This is an optimization exercise on Yosys and OpenROAD, whose aim is small area and a short achievable clock period, not a production implementation.
In this exercise RTL edits were held to simulation tests only and were not proved equivalent to the original.
Power figures rest on the tool's default switching activity, not on a simulated workload.

==> run a: inputs <==
==> flow/design.v <==
module p #(parameter DATA_WIDTH = 16, OUT_WIDTH = 32)
(
    input [DATA_WIDTH-1:0] a,
    input [DATA_WIDTH-1:0] b,
    output [OUT_WIDTH-1:0] c,
    output reg done,
    input clk,
    input rst
);
    localparam K = DATA_WIDTH;
    reg [K-1:0] areg;    
    reg [K-1:0] hi;      
    reg [K-1:0] lo;      
    reg one, two, neg;   
    reg [2:0] cnt;
    assign c = {hi, lo};
    wire one_n = rst ? b[0] : lo[1] ^ lo[2];
    wire two_n = rst ? b[1] & ~b[0] :
                 (lo[3] & ~lo[2] & ~lo[1]) | (~lo[3] & lo[2] & lo[1]);
    wire neg_n = rst ? b[1] : lo[3];
    wire [K:0] m = one ? {areg[K-1], areg} : two ? {areg, 1'b0} : {(K+1){1'b0}};
    wire [K:0] pp = m ^ {(K+1){neg}};
    wire [K+1:0] sum;
    pfx_add #(.W(K+2)) stepadd (.x({{2{hi[K-1]}}, hi}), .y({pp[K], pp}), .ci(neg), .s(sum));
    always @(posedge clk) begin
        areg <= a;
        one <= one_n;
        two <= two_n;
        neg <= neg_n;
        if (rst) begin
            hi <= 0;
            lo <= b;
            cnt <= 3'd0;
            done <= 1'b0;
        end else if (!done) begin
            hi <= sum[K+1:2];
            lo <= {sum[1:0], lo[K-1:2]};
            cnt <= cnt + 3'd1;
            done <= (cnt == 3'd7);
        end
    end
endmodule
`timescale 1ns / 1ps
module mac #(
    parameter DATA_WIDTH = 16,
              OUT_WIDTH = 32
)(
    input clk,
    input rst,
    input clr,
    input [DATA_WIDTH - 1: 0] a,
    input [DATA_WIDTH - 1: 0] b,
    output reg [OUT_WIDTH-1: 0] out
);
    wire ready;
    wire [OUT_WIDTH-1:0] pro;
    wire [OUT_WIDTH-1:0] acc;
    p #(.DATA_WIDTH(DATA_WIDTH), .OUT_WIDTH(OUT_WIDTH)) product (
        .a(a), .b(b), .c(pro), .done(ready), .clk(clk), .rst(rst)
    );
    pfx_add #(.W(OUT_WIDTH)) accadd (.x(out), .y(pro), .ci(1'b0), .s(acc));
    always @(posedge clk) begin
        if (clr)
            out <= 0;
        else if (ready && !rst)
            out <= acc;
    end
endmodule
module pfx_add #(parameter W = 32, KIND = 1) (
    input [W-1:0] x,
    input [W-1:0] y,
    input ci,
    output [W-1:0] s
);
    localparam L = (W <= 2) ? 1 : (W <= 4) ? 2 : (W <= 8) ? 3 : (W <= 16) ? 4 : (W <= 32) ? 5 : 6;
    wire [W-1:0] p0 = x ^ y;
    wire [W-1:0] g0 = {x[W-1:1] & y[W-1:1], (x[0] & y[0]) | (p0[0] & ci)};
    reg [W-1:0] g, pg;
    integer l, i, j;
    always @* begin
        g = g0;
        pg = p0;
        if (KIND == 0) begin
            for (l = 0; l < L; l = l + 1)
                for (i = 0; i < W; i = i + 1)
                    if ((i >> l) & 1) begin
                        j = ((i >> l) << l) - 1;
                        g[i] = g[i] | (pg[i] & g[j]);
                        pg[i] = pg[i] & pg[j];
                    end
        end else begin
            for (l = 0; l < L; l = l + 1)
                for (i = 0; i < W; i = i + 1)
                    if (((i + 1) % (2 << l)) == 0) begin
                        g[i] = g[i] | (pg[i] & g[i - (1 << l)]);
                        pg[i] = pg[i] & pg[i - (1 << l)];
                    end
            for (l = L - 2; l >= 0; l = l - 1)
                for (i = 0; i < W; i = i + 1)
                    if (((i + 1) % (2 << l)) == (1 << l) && i >= (2 << l)) begin
                        g[i] = g[i] | (pg[i] & g[i - (1 << l)]);
                        pg[i] = pg[i] & pg[i - (1 << l)];
                    end
        end
    end
    assign s = p0 ^ {g[W-2:0], ci};
endmodule
==> flow/flow/run.sh <==
#!/bin/bash
# Standard ORFS layout (the standard.sh), with port buffers of a plain buffer
# cell and setup repair aiming further below the clock period. Make's full output
# goes to flow_make.log; ORFS keeps each tool's log under orfs/logs.
set -euo pipefail
bash standard.sh \
  "BUFFER_PORTS_ARGS=-buffer_cell sky130_fd_sc_hd__buf_1" \
  SETUP_SLACK_MARGIN=8.6 \
  finish > flow_make.log 2>&1
==> flow/standard.sh <==
#!/bin/bash
# synth_recipe.tcl (not shown) runs the flow's synth.tcl, then flattens the netlist and writes it again
# the make line also repeats each setting of config.mk as NAME=value (left out here)
make -C /OpenROAD-flow-scripts/flow DESIGN_CONFIG=/design/flow/config.mk WORK_HOME=/design/flow/orfs CLKGATE_MAP_FILE= SYNTH_SCRIPT=/design/flow/synth_recipe.tcl "${@:-finish}"
==> flow/config.mk <==
export PLATFORM = sky130hd
export DESIGN_NAME = mac
export DESIGN_NICKNAME = mac
export VERILOG_FILES = /design/flow/design.v
export SDC_FILE = /design/flow/constraint.sdc
export NUM_CORES = 4
export LEC_CHECK = 0
export ABC_AREA = 1
export CAP_MARGIN = 20
export CORE_MARGIN = 2
export CORE_UTILIZATION = 40
export CTS_BUF_LIST = sky130_fd_sc_hd__clkbuf_4 sky130_fd_sc_hd__clkbuf_8
export CTS_CLUSTER_DIAMETER = 100
export CTS_CLUSTER_SIZE = 80
export SLEW_MARGIN = 20
==> flow/constraint.sdc <==
create_clock -name core_clock -period 12.0 [get_ports {clk}]
set_input_delay 2.4000 -clock core_clock [delete_from_list [all_inputs] [get_ports {clk}]]
set_output_delay 2.4000 -clock core_clock [all_outputs]
set_load 0.01 [all_outputs]
==> run b: changes against run a <==
--- a/flow/design.v
+++ b/flow/design.v
@@ -2,7 +2,8 @@
 (
     input [DATA_WIDTH-1:0] a,
     input [DATA_WIDTH-1:0] b,
-    output [OUT_WIDTH-1:0] c,
+    input [OUT_WIDTH-1:0] acc,
+    output [OUT_WIDTH-1:0] sum,
     output reg done,
     input clk,
     input rst
@@ -13,15 +14,19 @@
     reg [K-1:0] lo;      
     reg one, two, neg;   
     reg [2:0] cnt;
-    assign c = {hi, lo};
-    wire one_n = rst ? b[0] : lo[1] ^ lo[2];
+    wire [OUT_WIDTH-1:0] c = {hi, lo};
+    wire last = done | (cnt == 3'd7);
+    wire one_n = rst ? b[0] : ~last & (lo[1] ^ lo[2]);
     wire two_n = rst ? b[1] & ~b[0] :
-                 (lo[3] & ~lo[2] & ~lo[1]) | (~lo[3] & lo[2] & lo[1]);
-    wire neg_n = rst ? b[1] : lo[3];
-    wire [K:0] m = one ? {areg[K-1], areg} : two ? {areg, 1'b0} : {(K+1){1'b0}};
-    wire [K:0] pp = m ^ {(K+1){neg}};
-    wire [K+1:0] sum;
-    pfx_add #(.W(K+2)) stepadd (.x({{2{hi[K-1]}}, hi}), .y({pp[K], pp}), .ci(neg), .s(sum));
+                 ~last & ((lo[3] & ~lo[2] & ~lo[1]) | (~lo[3] & lo[2] & lo[1]));
+    wire neg_n = rst ? b[1] : ~last & lo[3];
+    wire [K+1:0] m = one ? {areg[K-1], areg[K-1], areg} :
+                     two ? {areg[K-1], areg, 1'b0} : {(K+2){1'b0}};
+    wire [K+1:0] ylo = (m | (c[K+1:0] & {(K+2){done}})) ^ {(K+2){neg}};
+    wire [K+1:0] xlo = done ? acc[K+1:0] : {{2{hi[K-1]}}, hi};
+    wire [OUT_WIDTH-1:0] x = {acc[OUT_WIDTH-1:K+2], xlo};
+    wire [OUT_WIDTH-1:0] y = {c[OUT_WIDTH-1:K+2], ylo};
+    pfx_add #(.W(OUT_WIDTH)) adder (.x(x), .y(y), .ci(neg), .s(sum));
     always @(posedge clk) begin
         areg <= a;
         one <= one_n;
@@ -53,17 +58,15 @@
     output reg [OUT_WIDTH-1: 0] out
 );
     wire ready;
-    wire [OUT_WIDTH-1:0] pro;
-    wire [OUT_WIDTH-1:0] acc;
+    wire [OUT_WIDTH-1:0] sum;
     p #(.DATA_WIDTH(DATA_WIDTH), .OUT_WIDTH(OUT_WIDTH)) product (
-        .a(a), .b(b), .c(pro), .done(ready), .clk(clk), .rst(rst)
+        .a(a), .b(b), .acc(out), .sum(sum), .done(ready), .clk(clk), .rst(rst)
     );
-    pfx_add #(.W(OUT_WIDTH)) accadd (.x(out), .y(pro), .ci(1'b0), .s(acc));
     always @(posedge clk) begin
         if (clr)
             out <= 0;
         else if (ready && !rst)
-            out <= acc;
+            out <= sum;
     end
 endmodule
 module pfx_add #(parameter W = 32, KIND = 1) (
--- a/flow/flow/run.sh
+++ b/flow/flow/run.sh
@@ -5,5 +5,5 @@
 set -euo pipefail
 bash standard.sh \
   "BUFFER_PORTS_ARGS=-buffer_cell sky130_fd_sc_hd__buf_1" \
-  SETUP_SLACK_MARGIN=8.6 \
+  SETUP_SLACK_MARGIN=8.7 "CTS_ARGS=-sink_clustering_enable -repair_clock_nets -dont_use_dummy_load -sink_clustering_size 40 -buf_list {sky130_fd_sc_hd__clkbuf_4 sky130_fd_sc_hd__clkbuf_8}" \
   finish > flow_make.log 2>&1
- CTS_BUF_LIST: sky130_fd_sc_hd__clkbuf_4 sky130_fd_sc_hd__clkbuf_8 -> not set
- CTS_CLUSTER_DIAMETER: 100 -> not set
- CTS_CLUSTER_SIZE: 80 -> not set
==> results.py <==
metrics = {
    "worst_setup_path": {
        "crit_path_end_kind": "flop",
        "cp_num_buf_inv": 3,
        "endpoint": "out[4]",
    },
    "die": {
        "nWellTaps": 143,
    },
    "outcome": {
        "status": "complete, no violations",
    },
    "route": {
        "drt-initial-drc-count": 232,
    },
    "yosys": {
        "synthDistinctLibCells": 34,
    },
    "clocking": {
        "cts.clk_slew.worst_paths_ns": 0.06,
    },
    "cells_and_area": {
        "multi_input_area_share": 0.4655,
        "fin_cells": 780,
        "inverters_excl_clock": 68,
    },
    "global_routing": {
        "use_met1": 0.2395,
    },
    "pwr": {
        "p_comb_frac": 0.425,
    },
}
That was run b.
==> results.py <==
metrics = {
    "cells_and_area": {
        "multi_input_area_share": 0.4910,
        "inverters_excl_clock": 80,
    },
    "worst_setup_path": {
        "crit_path_end_kind": "primary output",
        "cp_num_buf_inv": 1,
    },
    "route": {
        "drt-initial-drc-count": 154,
    },
    "pwr": {
        "p_comb_frac": 0.319,
    },
    "outcome": {
        "status": "complete, no violations",
    },
    "global_routing": {
        "use_met1": 0.2122,
    },
    "die": {
        "nWellTaps": 172,
    },
    "clocking": {
        "cts.clk_slew.worst_paths_ns": 0.08,
    },
}
That was run a.

[static timing again, ports no longer ideal]
Ports are ideal in the flow. The routed layouts listed here were re-timed in OpenROAD.
Step 1: set_driving_cell puts a clkbuf_16 on clk and a buf_2 on each other input, an assumption about the parent block.
Step 2 adds t to the input delays and takes it off the output delays; t is the mean of the earliest and latest rising clock arrival at the registers after step 1. Input paths then give back, and output paths get back, about the clock's delay inside the block.
a / b / c = ideal ports / drivers / drivers and shift; a / b = the first two.
run | t (ns) | setup slack, ns | slew at the worst register clock pin (ns)
run a | 0.387 | 8.660 / 8.628 / 8.335 | 0.09 / 0.09
run b | 0.381 | 8.704 / 8.713 / 8.335 | 0.09 / 0.09
After both steps setup and hold are still met in every run listed. The setup slack of run b, which loses most, moves by +0.009 ns with the drivers and by -0.369 ns with both steps.
